Context: an optimization exercise on an open-source flow, tuned for small area. The choices shown serve that exercise and are no tape-out recipe. Only simulation tests tie the RTL to the original design; equivalence was not proved. No activity file was given, so power comes from the tool's default toggle rates.

<file path="flow/constraint.sdc">
create_clock -name core_clock -period 12.0 [get_ports {clk}]
set_input_delay 2.4000 -clock core_clock [delete_from_list [all_inputs] [get_ports {clk}]]
set_output_delay 2.4000 -clock core_clock [all_outputs]
set_load 0.01 [all_outputs]
</file>
<file path="flow/run.sh">
#!/bin/bash
# synth_recipe.tcl (not shown) runs the flow's synth.tcl, then flattens the netlist and writes it again
# the make line also repeats each setting of config.mk as NAME=value (left out here)
make -C /OpenROAD-flow-scripts/flow DESIGN_CONFIG=/design/flow/config.mk WORK_HOME=/design/flow/orfs CLKGATE_MAP_FILE= SYNTH_SCRIPT=/design/flow/synth_recipe.tcl finish
</file>
<file path="flow/config.mk">
export PLATFORM = sky130hd
export DESIGN_NAME = systolic_array
export DESIGN_NICKNAME = systolic_array
export VERILOG_FILES = /design/flow/design.v
export SDC_FILE = /design/flow/constraint.sdc
export NUM_CORES = 8
export LEC_CHECK = 0
export CAP_MARGIN = 20
export CORE_MARGIN = 2
export CORE_UTILIZATION = 40
export SLEW_MARGIN = 20
</file>
<file path="flow/design.v">
module mac_unit #(
    parameter DATA_WIDTH = 8,
    parameter ACC_WIDTH = 32
)(
    input wire clk,
    input wire rst_n,
    input wire enable,
    input wire clr,
    input wire signed [7:0] a_in,
    input wire signed [7:0] w_in,
    output reg signed [7:0] a_out,
    output reg signed [7:0] w_out,
    output reg signed [31:0] acc_out
);
    wire [7:0] ag = a_out & {8{enable}};
    wire [31:0] base = acc_out & {32{~clr}};
    wire [31:0] nxt;
    wire pp1;
    wire pp2;
    wire pp3;
    wire pp4;
    wire pp5;
    wire pp6;
    wire pp7;
    wire pp8;
    wire pp9;
    wire pp10;
    wire pp11;
    wire pp12;
    wire pp13;
    wire pp14;
    wire pp15;
    wire pp16;
    wire pp17;
    wire pp18;
    wire pp19;
    wire pp20;
    wire pp21;
    wire pp22;
    wire pp23;
    wire pp24;
    wire pp25;
    wire pp26;
    wire pp27;
    wire pp28;
    wire pp29;
    wire pp30;
    wire pp31;
    wire pp32;
    wire pp33;
    wire pp34;
    wire pp35;
    wire pp36;
    wire pp37;
    wire pp38;
    wire pp39;
    wire pp40;
    wire pp41;
    wire pp42;
    wire pp43;
    wire pp44;
    wire pp45;
    wire pp46;
    wire pp47;
    wire pp48;
    wire pp49;
    wire pp50;
    wire pp51;
    wire pp52;
    wire pp53;
    wire pp54;
    wire pp55;
    wire pp56;
    wire pp57;
    wire pp58;
    wire pp59;
    wire pp60;
    wire pp61;
    wire pp62;
    wire pp63;
    wire pp64;
    wire s65;
    wire c66;
    wire s67;
    wire c68;
    wire s69;
    wire c70;
    wire s71;
    wire c72;
    wire s73;
    wire c74;
    wire s75;
    wire c76;
    wire s77;
    wire c78;
    wire s79;
    wire c80;
    wire s81;
    wire c82;
    wire s83;
    wire c84;
    wire s85;
    wire c86;
    wire s87;
    wire c88;
    wire s89;
    wire c90;
    wire s91;
    wire c92;
    wire s93;
    wire c94;
    wire s95;
    wire c96;
    wire s97;
    wire c98;
    wire s99;
    wire c100;
    wire s101;
    wire c102;
    wire s103;
    wire c104;
    wire s105;
    wire c106;
    wire s107;
    wire c108;
    wire s109;
    wire c110;
    wire s111;
    wire c112;
    wire s113;
    wire c114;
    wire s115;
    wire c116;
    wire s117;
    wire c118;
    wire s119;
    wire c120;
    wire s121;
    wire c122;
    wire s123;
    wire c124;
    wire s125;
    wire c126;
    wire s127;
    wire c128;
    wire s129;
    wire c130;
    wire s131;
    wire c132;
    wire s133;
    wire c134;
    wire s135;
    wire c136;
    wire s137;
    wire c138;
    wire s139;
    wire c140;
    wire s141;
    wire c142;
    wire s143;
    wire c144;
    wire s145;
    wire c146;
    wire s147;
    wire c148;
    wire s149;
    wire c150;
    wire s151;
    wire c152;
    wire s153;
    wire c154;
    wire s155;
    wire c156;
    wire s157;
    wire c158;
    wire s159;
    wire c160;
    wire s161;
    wire c162;
    wire s163;
    wire c164;
    wire s165;
    wire c166;
    wire s167;
    wire c168;
    wire s169;
    wire c170;
    wire s171;
    wire c172;
    wire s173;
    wire c174;
    wire s175;
    wire c176;
    wire s177;
    wire c178;
    wire s179;
    wire c180;
    wire s181;
    wire c182;
    wire s183;
    wire c184;
    wire s185;
    wire c186;
    wire s187;
    wire c188;
    wire s189;
    wire c190;
    wire s191;
    wire c192;
    wire s193;
    wire c194;
    wire s195;
    wire c196;
    wire s197;
    wire c198;
    wire s199;
    wire c200;
    wire s201;
    wire c202;
    wire s203;
    wire c204;
    wire s205;
    wire c206;
    wire s207;
    wire c208;
    wire s209;
    wire c210;
    wire sg211;
    wire s212;
    wire c213;
    wire s214;
    wire c215;
    wire s216;
    wire c217;
    wire s218;
    wire c219;
    wire s220;
    wire c221;
    wire s222;
    wire c223;
    wire s224;
    wire c225;
    wire s226;
    wire c227;
    wire s228;
    wire c229;
    wire s230;
    wire c231;
    wire s232;
    wire c233;
    wire s234;
    wire c235;
    wire s236;
    wire c237;
    wire s238;
    wire c239;
    wire s240;
    wire c241;
    wire s242;
    assign pp1 = ag[0] & w_out[0];
    assign pp2 = ag[0] & w_out[1];
    assign pp3 = ag[0] & w_out[2];
    assign pp4 = ag[0] & w_out[3];
    assign pp5 = ag[0] & w_out[4];
    assign pp6 = ag[0] & w_out[5];
    assign pp7 = ag[0] & w_out[6];
    assign pp8 = ~(ag[0] & w_out[7]);
    assign pp9 = ag[1] & w_out[0];
    assign pp10 = ag[1] & w_out[1];
    assign pp11 = ag[1] & w_out[2];
    assign pp12 = ag[1] & w_out[3];
    assign pp13 = ag[1] & w_out[4];
    assign pp14 = ag[1] & w_out[5];
    assign pp15 = ag[1] & w_out[6];
    assign pp16 = ~(ag[1] & w_out[7]);
    assign pp17 = ag[2] & w_out[0];
    assign pp18 = ag[2] & w_out[1];
    assign pp19 = ag[2] & w_out[2];
    assign pp20 = ag[2] & w_out[3];
    assign pp21 = ag[2] & w_out[4];
    assign pp22 = ag[2] & w_out[5];
    assign pp23 = ag[2] & w_out[6];
    assign pp24 = ~(ag[2] & w_out[7]);
    assign pp25 = ag[3] & w_out[0];
    assign pp26 = ag[3] & w_out[1];
    assign pp27 = ag[3] & w_out[2];
    assign pp28 = ag[3] & w_out[3];
    assign pp29 = ag[3] & w_out[4];
    assign pp30 = ag[3] & w_out[5];
    assign pp31 = ag[3] & w_out[6];
    assign pp32 = ~(ag[3] & w_out[7]);
    assign pp33 = ag[4] & w_out[0];
    assign pp34 = ag[4] & w_out[1];
    assign pp35 = ag[4] & w_out[2];
    assign pp36 = ag[4] & w_out[3];
    assign pp37 = ag[4] & w_out[4];
    assign pp38 = ag[4] & w_out[5];
    assign pp39 = ag[4] & w_out[6];
    assign pp40 = ~(ag[4] & w_out[7]);
    assign pp41 = ag[5] & w_out[0];
    assign pp42 = ag[5] & w_out[1];
    assign pp43 = ag[5] & w_out[2];
    assign pp44 = ag[5] & w_out[3];
    assign pp45 = ag[5] & w_out[4];
    assign pp46 = ag[5] & w_out[5];
    assign pp47 = ag[5] & w_out[6];
    assign pp48 = ~(ag[5] & w_out[7]);
    assign pp49 = ag[6] & w_out[0];
    assign pp50 = ag[6] & w_out[1];
    assign pp51 = ag[6] & w_out[2];
    assign pp52 = ag[6] & w_out[3];
    assign pp53 = ag[6] & w_out[4];
    assign pp54 = ag[6] & w_out[5];
    assign pp55 = ag[6] & w_out[6];
    assign pp56 = ~(ag[6] & w_out[7]);
    assign pp57 = ~(ag[7] & w_out[0]);
    assign pp58 = ~(ag[7] & w_out[1]);
    assign pp59 = ~(ag[7] & w_out[2]);
    assign pp60 = ~(ag[7] & w_out[3]);
    assign pp61 = ~(ag[7] & w_out[4]);
    assign pp62 = ~(ag[7] & w_out[5]);
    assign pp63 = ~(ag[7] & w_out[6]);
    assign pp64 = ag[7] & w_out[7];
    assign s65 = base[0] ^ pp1;
    assign c66 = base[0] & pp1;
    assign s67 = base[1] ^ pp2 ^ pp9;
    assign c68 = (base[1] & pp2) | (pp9 & (base[1] ^ pp2));
    assign s69 = c66 ^ s67;
    assign c70 = c66 & s67;
    assign s71 = base[2] ^ pp10 ^ pp17;
    assign c72 = (base[2] & pp10) | (pp17 & (base[2] ^ pp10));
    assign s73 = pp3 ^ c68 ^ s71;
    assign c74 = (pp3 & c68) | (s71 & (pp3 ^ c68));
    assign s75 = c70 ^ s73;
    assign c76 = c70 & s73;
    assign s77 = base[3] ^ pp11 ^ pp18;
    assign c78 = (base[3] & pp11) | (pp18 & (base[3] ^ pp11));
    assign s79 = pp25 ^ pp4 ^ c72;
    assign c80 = (pp25 & pp4) | (c72 & (pp25 ^ pp4));
    assign s81 = s77 ^ c74 ^ s79;
    assign c82 = (s77 & c74) | (s79 & (s77 ^ c74));
    assign s83 = c76 ^ s81;
    assign c84 = c76 & s81;
    assign s85 = base[4] ^ pp12 ^ pp19;
    assign c86 = (base[4] & pp12) | (pp19 & (base[4] ^ pp12));
    assign s87 = pp26 ^ pp33 ^ pp5;
    assign c88 = (pp26 & pp33) | (pp5 & (pp26 ^ pp33));
    assign s89 = c78 ^ s85 ^ s87;
    assign c90 = (c78 & s85) | (s87 & (c78 ^ s85));
    assign s91 = c80 ^ s89 ^ c82;
    assign c92 = (c80 & s89) | (c82 & (c80 ^ s89));
    assign s93 = c84 ^ s91;
    assign c94 = c84 & s91;
    assign s95 = base[5] ^ pp13 ^ pp20;
    assign c96 = (base[5] & pp13) | (pp20 & (base[5] ^ pp13));
    assign s97 = pp27 ^ pp34 ^ pp41;
    assign c98 = (pp27 & pp34) | (pp41 & (pp27 ^ pp34));
    assign s99 = pp6 ^ c86 ^ c88;
    assign c100 = (pp6 & c86) | (c88 & (pp6 ^ c86));
    assign s101 = s95 ^ s97 ^ c90;
    assign c102 = (s95 & s97) | (c90 & (s95 ^ s97));
    assign s103 = s99 ^ s101 ^ c92;
    assign c104 = (s99 & s101) | (c92 & (s99 ^ s101));
    assign s105 = c94 ^ s103;
    assign c106 = c94 & s103;
    assign s107 = base[6] ^ pp14 ^ pp21;
    assign c108 = (base[6] & pp14) | (pp21 & (base[6] ^ pp14));
    assign s109 = pp28 ^ pp35 ^ pp42;
    assign c110 = (pp28 & pp35) | (pp42 & (pp28 ^ pp35));
    assign s111 = pp49 ^ pp7 ^ c96;
    assign c112 = (pp49 & pp7) | (c96 & (pp49 ^ pp7));
    assign s113 = c98 ^ s107 ^ s109;
    assign c114 = (c98 & s107) | (s109 & (c98 ^ s107));
    assign s115 = c100 ^ s111 ^ s113;
    assign c116 = (c100 & s111) | (s113 & (c100 ^ s111));
    assign s117 = c102 ^ s115 ^ c104;
    assign c118 = (c102 & s115) | (c104 & (c102 ^ s115));
    assign s119 = c106 ^ s117;
    assign c120 = c106 & s117;
    assign s121 = base[7] ^ pp15 ^ pp22;
    assign c122 = (base[7] & pp15) | (pp22 & (base[7] ^ pp15));
    assign s123 = pp29 ^ pp36 ^ pp43;
    assign c124 = (pp29 & pp36) | (pp43 & (pp29 ^ pp36));
    assign s125 = pp50 ^ pp57 ^ pp8;
    assign c126 = (pp50 & pp57) | (pp8 & (pp50 ^ pp57));
    assign s127 = c108 ^ c110 ^ s121;
    assign c128 = (c108 & c110) | (s121 & (c108 ^ c110));
    assign s129 = s123 ^ s125 ^ c112;
    assign c130 = (s123 & s125) | (c112 & (s123 ^ s125));
    assign s131 = c114 ^ s127 ^ s129;
    assign c132 = (c114 & s127) | (s129 & (c114 ^ s127));
    assign s133 = c116 ^ s131 ^ c118;
    assign c134 = (c116 & s131) | (c118 & (c116 ^ s131));
    assign s135 = c120 ^ s133;
    assign c136 = c120 & s133;
    assign s137 = 1'b1 ^ base[8] ^ pp16;
    assign c138 = (1'b1 & base[8]) | (pp16 & (1'b1 ^ base[8]));
    assign s139 = pp23 ^ pp30 ^ pp37;
    assign c140 = (pp23 & pp30) | (pp37 & (pp23 ^ pp30));
    assign s141 = pp44 ^ pp51 ^ pp58;
    assign c142 = (pp44 & pp51) | (pp58 & (pp44 ^ pp51));
    assign s143 = c122 ^ c124 ^ c126;
    assign c144 = (c122 & c124) | (c126 & (c122 ^ c124));
    assign s145 = s137 ^ s139 ^ s141;
    assign c146 = (s137 & s139) | (s141 & (s137 ^ s139));
    assign s147 = c128 ^ s143 ^ s145;
    assign c148 = (c128 & s143) | (s145 & (c128 ^ s143));
    assign s149 = c130 ^ s147 ^ c132;
    assign c150 = (c130 & s147) | (c132 & (c130 ^ s147));
    assign s151 = s149 ^ c134 ^ c136;
    assign c152 = (s149 & c134) | (c136 & (s149 ^ c134));
    assign s153 = base[9] ^ pp24 ^ pp31;
    assign c154 = (base[9] & pp24) | (pp31 & (base[9] ^ pp24));
    assign s155 = pp38 ^ pp45 ^ pp52;
    assign c156 = (pp38 & pp45) | (pp52 & (pp38 ^ pp45));
    assign s157 = pp59 ^ c138 ^ c140;
    assign c158 = (pp59 & c138) | (c140 & (pp59 ^ c138));
    assign s159 = c142 ^ s153 ^ s155;
    assign c160 = (c142 & s153) | (s155 & (c142 ^ s153));
    assign s161 = c144 ^ c146 ^ s157;
    assign c162 = (c144 & c146) | (s157 & (c144 ^ c146));
    assign s163 = s159 ^ c148 ^ s161;
    assign c164 = (s159 & c148) | (s161 & (s159 ^ c148));
    assign s165 = s163 ^ c150 ^ c152;
    assign c166 = (s163 & c150) | (c152 & (s163 ^ c150));
    assign s167 = base[10] ^ pp32 ^ pp39;
    assign c168 = (base[10] & pp32) | (pp39 & (base[10] ^ pp32));
    assign s169 = pp46 ^ pp53 ^ pp60;
    assign c170 = (pp46 & pp53) | (pp60 & (pp46 ^ pp53));
    assign s171 = c154 ^ c156 ^ s167;
    assign c172 = (c154 & c156) | (s167 & (c154 ^ c156));
    assign s173 = s169 ^ c158 ^ c160;
    assign c174 = (s169 & c158) | (c160 & (s169 ^ c158));
    assign s175 = s171 ^ c162 ^ s173;
    assign c176 = (s171 & c162) | (s173 & (s171 ^ c162));
    assign s177 = c164 ^ s175 ^ c166;
    assign c178 = (c164 & s175) | (c166 & (c164 ^ s175));
    assign s179 = base[11] ^ pp40 ^ pp47;
    assign c180 = (base[11] & pp40) | (pp47 & (base[11] ^ pp40));
    assign s181 = pp54 ^ pp61 ^ c168;
    assign c182 = (pp54 & pp61) | (c168 & (pp54 ^ pp61));
    assign s183 = c170 ^ s179 ^ c172;
    assign c184 = (c170 & s179) | (c172 & (c170 ^ s179));
    assign s185 = s181 ^ c174 ^ s183;
    assign c186 = (s181 & c174) | (s183 & (s181 ^ c174));
    assign s187 = c176 ^ s185 ^ c178;
    assign c188 = (c176 & s185) | (c178 & (c176 ^ s185));
    assign s189 = base[12] ^ pp48 ^ pp55;
    assign c190 = (base[12] & pp48) | (pp55 & (base[12] ^ pp48));
    assign s191 = pp62 ^ c180 ^ s189;
    assign c192 = (pp62 & c180) | (s189 & (pp62 ^ c180));
    assign s193 = c182 ^ s191 ^ c184;
    assign c194 = (c182 & s191) | (c184 & (c182 ^ s191));
    assign s195 = c186 ^ s193 ^ c188;
    assign c196 = (c186 & s193) | (c188 & (c186 ^ s193));
    assign s197 = base[13] ^ pp56 ^ pp63;
    assign c198 = (base[13] & pp56) | (pp63 & (base[13] ^ pp56));
    assign s199 = c190 ^ s197 ^ c192;
    assign c200 = (c190 & s197) | (c192 & (c190 ^ s197));
    assign s201 = s199 ^ c194 ^ c196;
    assign c202 = (s199 & c194) | (c196 & (s199 ^ c194));
    assign s203 = base[14] ^ pp64 ^ c198;
    assign c204 = (base[14] & pp64) | (c198 & (base[14] ^ pp64));
    assign s205 = s203 ^ c200 ^ c202;
    assign c206 = (s203 & c200) | (c202 & (s203 ^ c200));
    assign s207 = 1'b1 ^ base[15] ^ c204;
    assign c208 = (1'b1 & base[15]) | (c204 & (1'b1 ^ base[15]));
    assign s209 = s207 ^ c206;
    assign c210 = s207 & c206;
    assign sg211 = ~c208;
    assign s212 = base[16] ^ sg211 ^ c210;
    assign c213 = (base[16] & sg211) | (c210 & (base[16] ^ sg211));
    assign s214 = base[17] ^ sg211 ^ c213;
    assign c215 = (base[17] & sg211) | (c213 & (base[17] ^ sg211));
    assign s216 = base[18] ^ sg211 ^ c215;
    assign c217 = (base[18] & sg211) | (c215 & (base[18] ^ sg211));
    assign s218 = base[19] ^ sg211 ^ c217;
    assign c219 = (base[19] & sg211) | (c217 & (base[19] ^ sg211));
    assign s220 = base[20] ^ sg211 ^ c219;
    assign c221 = (base[20] & sg211) | (c219 & (base[20] ^ sg211));
    assign s222 = base[21] ^ sg211 ^ c221;
    assign c223 = (base[21] & sg211) | (c221 & (base[21] ^ sg211));
    assign s224 = base[22] ^ sg211 ^ c223;
    assign c225 = (base[22] & sg211) | (c223 & (base[22] ^ sg211));
    assign s226 = base[23] ^ sg211 ^ c225;
    assign c227 = (base[23] & sg211) | (c225 & (base[23] ^ sg211));
    assign s228 = base[24] ^ sg211 ^ c227;
    assign c229 = (base[24] & sg211) | (c227 & (base[24] ^ sg211));
    assign s230 = base[25] ^ sg211 ^ c229;
    assign c231 = (base[25] & sg211) | (c229 & (base[25] ^ sg211));
    assign s232 = base[26] ^ sg211 ^ c231;
    assign c233 = (base[26] & sg211) | (c231 & (base[26] ^ sg211));
    assign s234 = base[27] ^ sg211 ^ c233;
    assign c235 = (base[27] & sg211) | (c233 & (base[27] ^ sg211));
    assign s236 = base[28] ^ sg211 ^ c235;
    assign c237 = (base[28] & sg211) | (c235 & (base[28] ^ sg211));
    assign s238 = base[29] ^ sg211 ^ c237;
    assign c239 = (base[29] & sg211) | (c237 & (base[29] ^ sg211));
    assign s240 = base[30] ^ sg211 ^ c239;
    assign c241 = (base[30] & sg211) | (c239 & (base[30] ^ sg211));
    assign s242 = base[31] ^ sg211 ^ c241;
    assign nxt = {s242, s240, s238, s236, s234, s232, s230, s228, s226, s224, s222, s220, s218, s216, s214, s212, s209, s205, s201, s195, s187, s177, s165, s151, s135, s119, s105, s93, s83, s75, s69, s65};
    always @(posedge clk or negedge rst_n) begin
        if (!rst_n) begin
            a_out <= 8'd0;
            w_out <= 8'd0;
            acc_out <= 32'd0;
        end else begin
            if (enable) begin
                a_out <= a_in;
                w_out <= w_in;
            end
            acc_out <= nxt;
        end
    end
endmodule
module systolic_array #(
    parameter SIZE = 4,               
    parameter DATA_WIDTH = 8,
    parameter ACC_WIDTH = 32
)(
    input wire clk,
    input wire rst_n,
    input wire enable,
    input wire acc_clear,
    input wire signed [DATA_WIDTH-1:0] a_in_0,
    input wire signed [DATA_WIDTH-1:0] a_in_1,
    input wire signed [DATA_WIDTH-1:0] a_in_2,
    input wire signed [DATA_WIDTH-1:0] a_in_3,
    input wire signed [DATA_WIDTH-1:0] w_in_0,
    input wire signed [DATA_WIDTH-1:0] w_in_1,
    input wire signed [DATA_WIDTH-1:0] w_in_2,
    input wire signed [DATA_WIDTH-1:0] w_in_3,
    output wire signed [ACC_WIDTH-1:0] acc_out_00, acc_out_01, acc_out_02, acc_out_03,
    output wire signed [ACC_WIDTH-1:0] acc_out_10, acc_out_11, acc_out_12, acc_out_13,
    output wire signed [ACC_WIDTH-1:0] acc_out_20, acc_out_21, acc_out_22, acc_out_23,
    output wire signed [ACC_WIDTH-1:0] acc_out_30, acc_out_31, acc_out_32, acc_out_33
);
    wire signed [DATA_WIDTH-1:0] a_wire [0:SIZE-1][0:SIZE];
    wire signed [DATA_WIDTH-1:0] w_wire [0:SIZE][0:SIZE-1];
    wire signed [ACC_WIDTH-1:0] acc_wire [0:SIZE-1][0:SIZE-1];
    assign a_wire[0][0] = a_in_0;
    assign a_wire[1][0] = a_in_1;
    assign a_wire[2][0] = a_in_2;
    assign a_wire[3][0] = a_in_3;
    assign w_wire[0][0] = w_in_0;
    assign w_wire[0][1] = w_in_1;
    assign w_wire[0][2] = w_in_2;
    assign w_wire[0][3] = w_in_3;
    assign acc_out_00 = acc_wire[0][0];
    assign acc_out_01 = acc_wire[0][1];
    assign acc_out_02 = acc_wire[0][2];
    assign acc_out_03 = acc_wire[0][3];
    assign acc_out_10 = acc_wire[1][0];
    assign acc_out_11 = acc_wire[1][1];
    assign acc_out_12 = acc_wire[1][2];
    assign acc_out_13 = acc_wire[1][3];
    assign acc_out_20 = acc_wire[2][0];
    assign acc_out_21 = acc_wire[2][1];
    assign acc_out_22 = acc_wire[2][2];
    assign acc_out_23 = acc_wire[2][3];
    assign acc_out_30 = acc_wire[3][0];
    assign acc_out_31 = acc_wire[3][1];
    assign acc_out_32 = acc_wire[3][2];
    assign acc_out_33 = acc_wire[3][3];
    reg clr_q;
    always @(posedge clk or negedge rst_n) begin
        if (!rst_n)
            clr_q <= 1'b0;
        else if (enable)
            clr_q <= acc_clear;
    end
    wire clr = enable & clr_q;
    genvar row, col;
    generate
        for (row = 0; row < SIZE; row = row + 1) begin : gen_row
            for (col = 0; col < SIZE; col = col + 1) begin : gen_col
                mac_unit #(
                    .DATA_WIDTH(DATA_WIDTH),
                    .ACC_WIDTH(ACC_WIDTH)
                ) pe (
                    .clk(clk),
                    .rst_n(rst_n),
                    .enable(enable),
                    .clr(clr),
                    .a_in(a_wire[row][col]),
                    .w_in(w_wire[row][col]),
                    .a_out(a_wire[row][col+1]),
                    .w_out(w_wire[row+1][col]),
                    .acc_out(acc_wire[row][col])
                );
            end
        end
    endgenerate
endmodule
</file>
==> run summary <==
critical path, delay by kind of cell:
| kind | cells | cell delay, ns |
|---|---|---|
| xor gates and xnor gates | 2 | 0.28 |
| adders and majority gates | 31 | 10.81 |
| buffers and inverters | 6 | 0.76 |
| and+or+nand+nor | 2 | 0.25 |
sequential cells by signal (all words and copies together) (netlist names):
| name | count |
|---|---|
| gen_row.gen_col.pe.acc_out | 512 |
| gen_row.gen_col.pe.a_out | 128 |
| gen_row.gen_col.pe.w_out | 128 |
| clr_q | 1 |
cell families after synthesis:
| group | after synthesis |
|---|---|
| mux | 257 |
| fa+ha+maj | 1408 |
| compound gates | 16 |
| buf+inv | 990 |
| flops | 769 |
| xor+xnor | 32 |
| simple gates | 1535 |
how the worst min path moves through the flow:
stage	from	end	slack [ns]	cells after the start
global route	gen_row[0].gen_col[3].pe.w_out[4]	gen_row[0].gen_col[3].pe.w_out[4]	0.58	1
floorplan	gen_row[1].gen_col[3].pe.a_out[0]	gen_row[1].gen_col[3].pe.a_out[0]	0.52	1
global placement	gen_row[0].gen_col[3].pe.w_out[4]	gen_row[0].gen_col[3].pe.w_out[4]	0.54	1
detailed placement	gen_row[0].gen_col[3].pe.w_out[4]	gen_row[0].gen_col[3].pe.w_out[4]	0.54	1
finish	gen_row[0].gen_col[3].pe.w_out[4]	gen_row[0].gen_col[3].pe.w_out[4]	0.56	1
CTS	gen_row[0].gen_col[3].pe.w_out[4]	gen_row[0].gen_col[3].pe.w_out[4]	0.56	1
routing by layer:
metal,vias up,global-route usage
met5,-,0
met4,2,0.0773
met3,263,0.0541
met2,1117,0.364
met1,21307,0.317
li1,17159,-
placed cells by master, fill, tap and decap left out, types with 13 or more instances in the layout:
cell type          n
nand2_2           13
ha_1             147
ha_2              18
buf_12            24
buf_4            346
and2_1           306
and3_1           623
clkbuf_1          15
clkinv_2          19
clkdlybuf4s50_1  577
nand3_2           18
dfrtp_1          769
buf_6             15
xnor2_1           20
mux2_2           252
clkbuf_16        103
nand2_1          236
fa_1             756
clkbuf_8          14
fa_2             476
inv_1            641
nand3_1          308
timing repair:
item	4_1_cts	5_1_grt
pin swaps	30	18
endpoints found under the setup margin	101	112
buffers inserted	35	11
resized for setup	128	56
cloned	11	5
through the flow:
step / power [mW] / hold WS (ns) / std cells / setup slack [ns]
2_1_floorplan: 14.2 / 0.517 / 5007 / -2.36
3_3_place_gp: 19.6 / 0.545 / 7641 / -2.70
3_5_place_dp: 20.1 / 0.540 / 7641 / -2.85
4_1_cts: 23.7 / 0.559 / 7859 / -1.93
5_1_grt: 26.1 / 0.579 / 7876 / -2.21
6_report: 23.2 / 0.557 / 7880 / -1.95
report_power, final:
group / total (mW) / leakage [nW] / internal [mW] / switching, mW
clock: 3.04 / 1.59 / 1.78 / 1.26
combinational: 15.2 / 24.0 / 7.33 / 7.91
sequential: 4.91 / 9.05 / 4.04 / 0.864
final cells by class:
| type | count | area share |
|---|---|---|
| Clock buffer | 127 | 0.0347 |
| Multi-Input combinational cell | 3248 | 0.520 |
| Tap cell | 2044 | 0.0329 |
| Timing Repair Buffer | 997 | 0.127 |
| Clock inverter | 47 | 0.00715 |
| Antenna cell | 6 | 0.000193 |
| Sequential cell | 769 | 0.247 |
| Inverter | 642 | 0.0310 |
==> results by group <==
Run status
  – Failing Checks: negative setup slack
  – Run status: complete, but fails checks

Timing
  – Fin crit share: 1.16
  – Max-slew violations: 0
  – Min Tclk post-route: 13.95 ns
  – RSZ-0062 raised after global routing: true
  – Final setup viols: ~100
  – Setup TNS: -105.30 ns
  – Worst slew margin: 0.359
  – Final hold violation count: 0
  – Slew @ Worst Pin: just under 1 ns
  – Setup Skew: approximately 0.038 ns
  – Post-route worst setup slack: -1.95 ns
  – Fmax: slightly above 0.07 GHz

Synth
  – Area leader, netlist: fa_1
  – Post-synthesis compound-gate area fraction: 0.00193
  – Post-synthesis cell type count: 21
  – Synth Net Count: ~6,500
  – Synth Area in XOR/XNOR: 0.00451
  – Post-Syn Area: approximately 62,000 um^2
  – Combinational family with the most area after synthesis: adder cells
  – Yosys warnings: 2
  – Seq/Total Area, Yosys: 0.310
  – Asr flop ratio synth: 1.00
  – Count leader, synth: fa_1
  – Top cell type's share of synthesized area: 0.397
  – Most common library cells after synthesis: fa_1, dfrtp_1, inv_1
  – Post-Syn Instances: approximately 5,000
  – #FFs+latches synth: between 700 and 800
  – Largest cells by area after synthesis: fa_1, dfrtp_1, and3_1
  – Ys flop type: dfrtp_1
  – Mean Syn Cell Area: 12.4 um^2
  – Area share of and/or/nand/nor cells after synthesis: 0.138
  – Post-synthesis mux area share: 0.0466
  – Number of flops mapped to enable cells by yosys: 0
  – Adder-cell share of the synthesized area: 0.433

Detailed routing
  – Metal2 WL: approximately 83,000 um
  – Drc violations: 0
  – DRT antenna net count: 0
  – Drt first pass iters: 5
  – Drt initial violations: about 2,500
  – Top layer in use: met5
  – Post-DR wirelength/cell: 22.3 um
  – Wire length on met3: roughly 13,000 um
  – Total vias in the final route: around 40,000
  – WL met1: roughly 74,000 um
  – Final wirelength: between 150,000 and 200,000 um
  – Vias per inst: around 5.1

GRT
  – Remaining global-route overflow: 0
  – First-pass GRT wire length: roughly 280,000 um
  – Initial antenna violation count: 11
  – Vias in the first global route: 45,754
  – GR Util All Layers: 0.231
  – Largest net degree at the start of global routing: 152

Place
  – Count of input and output buffers: 579
  – Post-detailed-placement half-perimeter wirelength: ~130,000 um
  – Placed cell area: approximately 73,000 um^2
  – GPL Wtd Cong: between 0.8 and 0.9

Setup path
  – CP max stage delay: 0.49 ns
  – Worst EP arrival: about 15 ns
  – CP most frequent cell: fa_2
  – Last element of the critical path: gen_row[0].gen_col[3].pe.acc_out[31]
  – FF-to-FF End: gen_row[0].gen_col[0].pe.acc_out[31]
  – R2R cell count: 37
  – Crit path kind: in -> reg
  – Crit Reg-Reg Startpoint: clr_q
  – Slowest cell on crit path: fa_1
  – Worst setup path startpoint: enable
  – Worst Setup End Kind: flop
  – Reg2Reg Setup Slack: -0.61 ns
  – Crit-path max FO: 9
  – Startpoint types: input pin
  – Critical Path RT: between 10 and 15 ns

Floorplanning
  – Die W: roughly 400 um
  – Die area: roughly 160,000 um^2
  – Row cnt: approximately 140
  – Num ports: 580
  – Initial Util: 0.403
  – Die Span Y: approximately 400 um
  – Core area: roughly 150,000 um^2

Clocking
  – Clock tree buffer depth: 3
  – H-tree Lvls: 3
  – CTS Sinks: a little under 800
  – Total CTS buffers: 96
  – Register clock-pin slew on the reported worst setup and hold paths: around 0.060 ns
  – Root Driver: clkbuf_16
  – Worst-Skew Late Latency: 0.72 ns
  – Hold Buf Count CTS: 0
  – CTS tree: done

Finish
  – Core Util, Final: 0.505
  – Area taken by multi-input logic gates: about 40,000 um^2
  – Register Area: roughly 19,000 um^2
  – Layout area overhead: 25.4%
  – Final layout net count: between 7,000 and 8,000
  – Final instance area: 77,800 um^2
  – Layout fillers: 13,411
  – Share of cells above drive strength 1: 0.242

Power and ir drop
  – Leak: around 35 nW
  – Max VDD drop: between 200 and 250 uV
  – Pwr per Cell Area: just under 300 nW/um^2

Min path
  – Hold Path Class: reg -> reg

Flow run
  – Max_cap viols: 0

==> port drivers added, routing unchanged <==
The flow's constraints put no driver on any port. The routed layout listed below was extracted and timed again, unchanged, in two steps. Step 1, drivers: a clkbuf_16 drives clk and a buf_2 each remaining input, both assumed. Step 2 moves the port delays by t, midway between the first and last clock arrival at a register: inputs arrive t later, outputs are due t later. That takes back most of the time a late clock gives input paths. Slacks: ideal ports / drivers / drivers and shift; pairs: ideal ports / drivers.
shift t [ns]: 0.786
setup slack, ns: -1.950 / -1.930 / -2.716
hold WS [ns]: 0.557 / 0.557 / 0.557
worst setup path at the end: input to register
pins driven straight from the clock port: 1
For this run, drivers alone change the setup slack by +0.020 ns; drivers and shift together by -0.766 ns.
